Context: an optimization exercise on an open-source flow, tuned for a short achievable clock period and few clock cycles. The choices shown serve that exercise and are no tape-out recipe. RTL that was checked went through simulation tests only; none was proved equivalent to the original.

// cpu_wrapper
module cpu_wrapper(
    clk, rst, carry_in,
    imem_addr, imem_data,
    dmem_addr, dmem_we, dmem_wdata, dmem_rdata,
    io_out, halted
    );
For scale: about 1100 cells after synthesis, ~170 flip-flops, about 53 I/O pins.
Settings: LEC_CHECK=0, ABC_CLOCK_PERIOD_IN_PS=2500, CAP_MARGIN=20, CORE_MARGIN=2, CORE_UTILIZATION=40, SETUP_SLACK_MARGIN=4.0, SLEW_MARGIN=20; clock period 6.5 ns.
run.sh (not shown) runs the stock make flow with config.mk's settings and CLKGATE_MAP_FILE= SYNTH_SCRIPT=/design/flow/synth_recipe.tcl, a recipe that flattens the netlist after the stock synthesis.
The baseline finished clean.
Rerun with:
--- a/flow/config.mk
+++ b/flow/config.mk
@@ -8 +8 @@
-export ABC_CLOCK_PERIOD_IN_PS = 2500
+export ABC_CLOCK_PERIOD_IN_PS = 2000
@@ -12 +12 @@
-export SETUP_SLACK_MARGIN = 4.0
+export SETUP_SLACK_MARGIN = 4.4
Routed wire length goes up by 11%.
Core utilization goes up by 4.8 points.
First-iteration DRC count goes up by 40%.
Final area goes up by 8.1%.
No run of this note included a check of the RTL's function; only the layout flow was run.

* * *

== the baseline ==
Another version of the RTL of cpu_wrapper (not shown whole).
Size in the first run: roughly 2600 cells after synthesis, ~53 I/O pins.
Settings: LEC_CHECK=0, ABC_CLOCK_PERIOD_IN_PS=1800, CAP_MARGIN=20, CORE_MARGIN=2, CORE_UTILIZATION=50, SETUP_SLACK_MARGIN=4.5, SLEW_MARGIN=20; clock period 6.5 ns.
standard.sh (not shown) runs the stock make flow with config.mk's settings and CLKGATE_MAP_FILE= SYNTH_SCRIPT=/design/flow/synth_recipe.tcl, a recipe that flattens the netlist after the stock synthesis.
==> flow/flow/run.sh <==
#!/bin/bash
# The standard layout (the standard.sh), with one change: synthesis leaves
# adders as plain gates for abc instead of mapping them onto the library's
# full/half adder cells (ADDER_MAP_FILE empty), which gives faster carry logic.
# Registers are the standard synthesis's: the adder step never touches them.
set -euo pipefail
bash standard.sh ADDER_MAP_FILE= finish > standard_finish.log 2>&1
No stage failed in the baseline, and the final checks on the layout all came back clean.
--- input diff the baseline..the candidate ---
- a change of SETUP_SLACK_MARGIN from 4.5 to 4.2
- a change of ABC_CLOCK_PERIOD_IN_PS from 1800 to 2200
- a change of CORE_UTILIZATION from 50 to 40
Notes after the runs:
- Detailed-routing iteration count for the pre-antenna-repair pass (higher): the candidate
- The candidate: non-clock buffer count is 141 lower than what the baseline reported.
- Across both runs, via count of the first global-routing pass was lower for the candidate than for the baseline.
- The candidate ends up with a final worst-path setup slack that is 230 ps higher than in the baseline.
- Taking the candidate over the baseline, the cell count after placement ratio works out to 1.06.
- In the metrics for the candidate and the baseline, the one carrying the higher synthesis-to-layout area growth is the baseline.
- [the candidate vs the baseline] routability congestion estimate from global placement: lower in the candidate
- The candidate vs the baseline: design area down by a few percent
No functional check of the RTL was part of any run of this note.

* * *

## main
cpu_wrapper, a different RTL version from the one above (not shown whole).
For scale: about 170 flip-flops.
==> flow/config.mk <==
export PLATFORM = sky130hd
export DESIGN_NAME = cpu_wrapper
export DESIGN_NICKNAME = cpu_wrapper
export VERILOG_FILES = /design/flow/design.v
export SDC_FILE = /design/flow/constraint.sdc
export NUM_CORES = 4
export LEC_CHECK = 0
export ABC_CLOCK_PERIOD_IN_PS = 2400
export CAP_MARGIN = 20
export CORE_MARGIN = 2
export CORE_UTILIZATION = 40
export SETUP_SLACK_MARGIN = 4.0
export SLEW_MARGIN = 20
==> flow/constraint.sdc <==
create_clock -name core_clock -period 6.5 [get_ports {clk}]
set_input_delay 1.3000 -clock core_clock [delete_from_list [all_inputs] [get_ports {clk}]]
set_output_delay 1.3000 -clock core_clock [all_outputs]
set_load 0.01 [all_outputs]
Scripts as last shown in full above: flow/flow/run.sh
#### Input delta (the feature branch over main)
diff --git a/flow/config.mk b/flow/config.mk
--- a/flow/config.mk
+++ b/flow/config.mk
@@ -8 +8 @@
-export ABC_CLOCK_PERIOD_IN_PS = 2400
+export ABC_CLOCK_PERIOD_IN_PS = 2200
@@ -12 +12 @@
-export SETUP_SLACK_MARGIN = 4.0
+export SETUP_SLACK_MARGIN = 4.2
### Flow results
Across main and the feature branch, none had a timing, DRC or antenna violation.
Diff main -> the feature branch | HPWL reported at the end of detailed placement | up slightly
Between main and the feature branch, the proportion of register bits with asynchronous set or reset after synthesis does not differ in any meaningful way.
Compared with main, in the feature branch insertion delay of the later-clocked pin in the worst-skew pair shows no meaningful change; cell count shows an increase of 18.
Comparing main and the feature branch, count of buffer and inverter cells on the critical path is lower on the feature branch.
Function was not checked in any run of this note: the RTL went through the layout flow alone.

* * *

Setup of v24:
Another version of the RTL of cpu_wrapper (not shown whole).
Size: about 1000 cells after synthesis, roughly 53 I/O pins.
## cpu_wrapper
module cpu_wrapper(
    clk, rst, carry_in,
    imem_addr, imem_data,
    dmem_addr, dmem_we, dmem_wdata, dmem_rdata,
    io_out, halted
    );
==> flow/config.mk <==
export PLATFORM = sky130hd
export DESIGN_NAME = cpu_wrapper
export DESIGN_NICKNAME = cpu_wrapper
export VERILOG_FILES = /design/flow/design.v
export SDC_FILE = /design/flow/constraint.sdc
export NUM_CORES = 4
export LEC_CHECK = 0
export ABC_CLOCK_PERIOD_IN_PS = 2500
export CAP_MARGIN = 20
export CORE_MARGIN = 2
export CORE_UTILIZATION = 40
export SETUP_SLACK_MARGIN = 4.0
export SLEW_MARGIN = 20
==> flow/constraint.sdc <==
create_clock -name core_clock -period 6.5 [get_ports {clk}]
set_input_delay 1.3000 -clock core_clock [delete_from_list [all_inputs] [get_ports {clk}]]
set_output_delay 1.3000 -clock core_clock [all_outputs]
set_load 0.01 [all_outputs]
run.sh (not shown) runs the stock make flow with config.mk's settings and CLKGATE_MAP_FILE= SYNTH_SCRIPT=/design/flow/synth_recipe.tcl, a recipe that flattens the netlist after the stock synthesis.
Stock flow here: none of the scripts above is used.
Here is what was changed in the inputs of v1 compared with v24.
- ABC_CLOCK_PERIOD_IN_PS: 2500 -> 3000
- SETUP_SLACK_MARGIN: 4.0 -> 3.5
Results
Looking at total wire length after detailed routing, v1 sits 13% below v24.
In terms of sequential cell area in the final layout, v1 and v24 differ only marginally.
The higher detailed route wirelength on metal2 came out of v24.
Comparing v24 against v1, there is no change at all in quantity of I/O buffers inserted on ports.
Share of cell area taken by multi-input logic gates delta (v24 -> v1): insignificant
No run of this note included a check of the RTL's function; only the layout flow was run.

* * *

cpu_wrapper, a different RTL version from the one above (not shown whole).
Size in the first run: about 1300 cells after synthesis.
==> flow/design.v (excerpt) <==
module cpu_wrapper(
    clk, rst, carry_in,
    imem_addr, imem_data,
    dmem_addr, dmem_we, dmem_wdata, dmem_rdata,
    io_out, halted
    );
clock: 6.5 ns
lec_check: 0
abc_clock_period_in_ps: 2000
cap_margin: 20
core_margin: 2
core_utilization: 40
setup_slack_margin: 4.4
slew_margin: 20
standard.sh (not shown) runs the stock make flow with config.mk's settings and CLKGATE_MAP_FILE= SYNTH_SCRIPT=/design/flow/synth_recipe.tcl, a recipe that flattens the netlist after the stock synthesis.
Scripts as last shown in full above: flow/flow/run.sh
The starting point finished with timing, DRC and antenna clean.
Testbench counts at the start, summed over its fixed seeds: cycles 21,532.
Rerun with:
==> flow/run.sh (new file) <==
#!/bin/bash
# synth_recipe.tcl (not shown) runs the flow's synth.tcl, then flattens the netlist and writes it again
# the make line also repeats each setting of config.mk as NAME=value (left out here)
make -C /OpenROAD-flow-scripts/flow DESIGN_CONFIG=/design/flow/config.mk WORK_HOME=/design/flow/orfs CLKGATE_MAP_FILE= SYNTH_SCRIPT=/design/flow/synth_recipe.tcl finish
ABC_CLOCK_PERIOD_IN_PS = 2200   (was 2000)
SETUP_SLACK_MARGIN = 4.2   (was 4.4)
removed: flow/flow/run.sh
removed: flow/standard.sh
Effect: Non-clock buffer count came out lower by 84. Clock skew stays flat. Worst setup slack gets worse by 0.22 ns. Flip-flop and latch count is unchanged. Count of clock-buffer cells in the layout is higher by 1.
Rerun with:
==> flow/flow/run.sh (new file) <==
#!/bin/bash
# The standard layout (the standard.sh), with one change: synthesis leaves
# adders as plain gates for abc instead of mapping them onto the library's
# full/half adder cells (ADDER_MAP_FILE empty), which gives faster carry logic.
# Registers are the standard synthesis's: the adder step never touches them.
set -euo pipefail
bash standard.sh ADDER_MAP_FILE= finish > standard_finish.log 2>&1
==> flow/standard.sh (new file) <==
#!/bin/bash
# synth_recipe.tcl (not shown) runs the flow's synth.tcl, then flattens the netlist and writes it again
# the make line also repeats each setting of config.mk as NAME=value (left out here)
make -C /OpenROAD-flow-scripts/flow DESIGN_CONFIG=/design/flow/config.mk WORK_HOME=/design/flow/orfs CLKGATE_MAP_FILE= SYNTH_SCRIPT=/design/flow/synth_recipe.tcl "${@:-finish}"
CORE_UTILIZATION = 35   (was 40)
PLACE_DENSITY_LB_ADDON = 0.2   (was not set)
SETUP_SLACK_MARGIN = 4.3   (was 4.2)
removed: flow/run.sh
- The changed run produced a clean layout
- via count grows by 14%
- utilization shrinks by 6.7 points
- die area grows by 21%
- non-clock buffer count grows by 37
- hold slack gains 0.0085 ns
- count of clock-buffer cells in the layout grows by 3
- fmax grows by 6.4%
Rerun with:
ABC_CLOCK_PERIOD_IN_PS = 1800   (was 2200)
CORE_UTILIZATION = 40   (was 35)
PLACE_DENSITY_LB_ADDON = not set   (was 0.2)
SETUP_SLACK_MARGIN = 4.4   (was 4.3)
The new run completed without violations; worst setup slack is better by 0.063 ns; via count climbs by a few percent; wire length climbs by a few percent; non-clock buffer count climbs by 47.
Rerun with:
SETUP_SLACK_MARGIN = 4.6   (was 4.4)
- The new run completed with no timing, DRC or antenna violations
- register-to-register slack loses 0.04 ns
- routed wire length goes down slightly
- clock-buffer cell count is higher by 1
- via count increases slightly
- critical path depth stays the same

* * *

Another version of the RTL of cpu_wrapper (not shown whole).
Size in the first run: about 820 cells after synthesis, about 100 flip-flops, roughly 53 I/O pins, about 8300 sq um of cells after synthesis.
clock: 6.5 ns
lec_check: 0
abc_clock_period_in_ps: 4000
cap_margin: 20
core_margin: 2
core_utilization: 40
setup_slack_margin: 2.5
slew_margin: 20
run.sh (not shown) runs the stock make flow with config.mk's settings and CLKGATE_MAP_FILE= SYNTH_SCRIPT=/design/flow/synth_recipe.tcl, a recipe that flattens the netlist after the stock synthesis.
Stock flow here: none of the scripts above is used.
Rerun with:
ABC_CLOCK_PERIOD_IN_PS = 3000   (was 4000)
SETUP_SLACK_MARGIN = 3.5   (was 2.5)
- worst hold slack gains 0.030 ns
- setup slack loses 0.12 ns
- final cell count increases by a little under a tenth
Function was not checked in any run of this note: the RTL went through the layout flow alone.

* * *

run A:
RTL: one of the versions met above, not the one the previous note started from.
Size: about 160 flip-flops, roughly 53 I/O pins.
Settings: LEC_CHECK=0, ABC_CLOCK_PERIOD_IN_PS=2000, CAP_MARGIN=20, CORE_MARGIN=2, CORE_UTILIZATION=45, SETUP_SLACK_MARGIN=4.4, SLEW_MARGIN=20; clock period 6.5 ns.
standard.sh (not shown) runs the stock make flow with config.mk's settings and CLKGATE_MAP_FILE= SYNTH_SCRIPT=/design/flow/synth_recipe.tcl, a recipe that flattens the netlist after the stock synthesis.
==> flow/flow/run.sh <==
#!/bin/bash
# The standard layout (the standard.sh), with one change: synthesis leaves
# adders as plain gates for abc instead of mapping them onto the library's
# full/half adder cells (ADDER_MAP_FILE empty), which gives faster carry logic.
# Registers are the standard synthesis's: the adder step never touches them.
set -euo pipefail
bash standard.sh ADDER_MAP_FILE= finish > standard_finish.log 2>&1
Testbench counts of run A, summed over its fixed seeds: cycles 21,532.
Edits applied to the flow inputs when going from run A to run B:
- SETUP_SLACK_MARGIN: 4.4 -> 4.2
- CORE_UTILIZATION: 45 -> 40
- ABC_CLOCK_PERIOD_IN_PS: 2000 -> 2200
Results
Run B did not stop at any stage, and its layout met the timing, design-rule and antenna checks.
Of the two values seen for commonest non-fill, non-tap cell in the layout, sky130_fd_sc_hd__nor2_1 was produced by run B and sky130_fd_sc_hd__buf_4 by run A.
Number of I/O port buffers came out exactly the same in run B and run A.
Compared with run A, run B shows number of buffers inserted to repair setup after CTS that has gone down by more than a quarter.
Setup slack after layout essentially unchanged between run B and run A.
Going from run A to run B, cell area has decreased, detailed-route wire length per cell dropped about 4.5%.
Of run B and run A, the run reporting the lower sequential share of layout area was run A.
[run B] cell depth of the worst flop-to-flop path rose 1 relative to run A
Compared run B against run A; clock period minus worst slack within noise.
From run A to run B the numbers moved as follows: non-clock buffer count fell 86; maximum frequency roughly the same.

* * *

cpu_wrapper, a different RTL version from the one above (not shown whole).
For scale: ~1300 cells after synthesis, ~160 flip-flops, ~53 I/O pins, about 10000 um^2 of cells after synthesis.
export LEC_CHECK = 0
export ABC_CLOCK_PERIOD_IN_PS = 2200
export CAP_MARGIN = 20
export CORE_MARGIN = 2
export CORE_UTILIZATION = 55
export SETUP_SLACK_MARGIN = 4.2
export SLEW_MARGIN = 20
create_clock -name core_clock -period 6.5 [get_ports {clk}]
Scripts as last shown in full above: flow/flow/run.sh
Then changed:
CORE_UTILIZATION = 40   (was 55)
Effect: Setup slack improves by 130 ps; design area barely changes; register-to-register slack got worse by 30 ps; wire length goes up by 0.76%; count of clock-buffer cells in the layout fell by 1; cell count goes up by 6.2%; worst hold slack is better by 4.1 ps.
No functional check of the RTL was part of any run of this note.

* * *

Another version of the RTL of cpu_wrapper (not shown whole).
For scale: about 2000 cells after synthesis, ~430 flip-flops, about 0.021 sq mm of cells after synthesis.
Settings: LEC_CHECK=0, ABC_CLOCK_PERIOD_IN_PS=2200, CAP_MARGIN=20, CORE_MARGIN=2, CORE_UTILIZATION=40, SETUP_SLACK_MARGIN=4.2, SLEW_MARGIN=20; clock period 6.5 ns.
Scripts as last shown in full above: flow/flow/run.sh
The starting point went through all stages and came out clean.
Next try:
Settings changed: ABC_CLOCK_PERIOD_IN_PS 2200 to 1800, SETUP_SLACK_MARGIN 4.2 to 4.5.
Result: Cell area rises by 7.3%. Die area is unchanged. Register-to-register slack is better by 0.099 ns. Non-clock buffer count rises by 110.
Function was not checked in any run of this note: the RTL went through the layout flow alone.

==> re-timing with driven ports <==
No port has a modelled driver above. Below, the same layouts with a new extraction and two added sets of constraints.
Step 1: set_driving_cell puts a clkbuf_16 on clk and a buf_2 on each other input, an assumption about the parent block.
Step 2 moves the port delays by t, midway between the first and last clock arrival at a register: inputs arrive t later, outputs are due t later. That takes back most of the time a late clock gives input paths.
Slacks: ideal ports / drivers / drivers and shift; pairs: ideal ports / drivers.
run | shift t [ns] | setup slack, ns | hold WS [ns] | slew at the worst register clock pin (ns) | pins driven straight from the clock port
the first run of note 1 | 0.486 | 3.265 / 3.265 / 2.778 | 0.490 / 0.490 / 0.490 | 0.08 / 0.08 | 1
the second run of note 1 | 0.479 | 3.332 / 3.326 / 2.846 | 0.481 / 0.481 / 0.481 | 0.08 / 0.08 | 1
the baseline | 0.666 | 3.331 / 3.331 / 2.915 | 0.329 / 0.329 / 0.329 | 0.07 / 0.07 | 1
the candidate | 0.683 | 3.562 / 3.562 / 2.991 | 0.343 / 0.343 / 0.343 | 0.07 / 0.07 | 1
main | 0.488 | 3.822 / 3.819 / 3.331 | 0.389 / 0.389 / 0.389 | 0.09 / 0.09 | 1
the feature branch | 0.487 | 3.948 / 3.949 / 3.462 | 0.398 / 0.398 / 0.398 | 0.08 / 0.08 | 1
v24 | 0.471 | 2.911 / 2.864 / 3.027 | 0.459 / 0.459 / 0.459 | 0.07 / 0.07 | 1
v1 | 0.472 | 2.907 / 2.870 / 2.884 | 0.466 / 0.466 / 0.466 | 0.07 / 0.07 | 1
the first run of note 5 | 0.494 | 4.070 / 4.091 / 3.597 | 0.382 / 0.382 / 0.382 | 0.07 / 0.07 | 1
the second run of note 5 | 0.480 | 3.849 / 3.849 / 3.627 | 0.387 / 0.387 / 0.387 | 0.07 / 0.07 | 1
the third run of note 5 | 0.483 | 4.007 / 4.011 / 3.527 | 0.395 / 0.395 / 0.395 | 0.07 / 0.07 | 1
the fourth run of note 5 | 0.494 | 4.070 / 4.091 / 3.597 | 0.382 / 0.382 / 0.382 | 0.07 / 0.07 | 1
the fifth run of note 5 | 0.485 | 3.996 / 4.019 / 3.534 | 0.409 / 0.409 / 0.409 | 0.07 / 0.07 | 1
the first run of note 6 | 0.405 | 2.056 / 2.017 / 2.017 | 0.461 / 0.461 / 0.461 | 0.08 / 0.08 | 1
the second run of note 6 | 0.419 | 1.936 / 1.912 / 1.912 | 0.491 / 0.491 / 0.491 | 0.08 / 0.08 | 1
run A | 0.474 | 4.052 / 4.045 / 3.570 | 0.388 / 0.388 / 0.388 | 0.07 / 0.07 | 1
run B | 0.484 | 4.055 / 4.056 / 3.572 | 0.391 / 0.391 / 0.391 | 0.07 / 0.07 | 1
the first run of note 8 | 0.471 | 3.871 / 3.869 / 3.398 | 0.392 / 0.392 / 0.392 | 0.07 / 0.07 | 1
the second run of note 8 | 0.474 | 4.000 / 4.000 / 3.596 | 0.396 / 0.396 / 0.396 | 0.07 / 0.07 | 1
the first run of note 9 | 0.653 | 3.362 / 3.362 / 3.110 | 0.328 / 0.328 / 0.328 | 0.07 / 0.07 | 1
the second run of note 9 | 0.659 | 3.461 / 3.461 / 3.016 | 0.333 / 0.333 / 0.333 | 0.07 / 0.07 | 1
After both steps every run listed still meets setup and hold. For the candidate, which loses most, drivers alone change the setup slack by 0.000 ns; drivers and shift together by -0.571 ns.
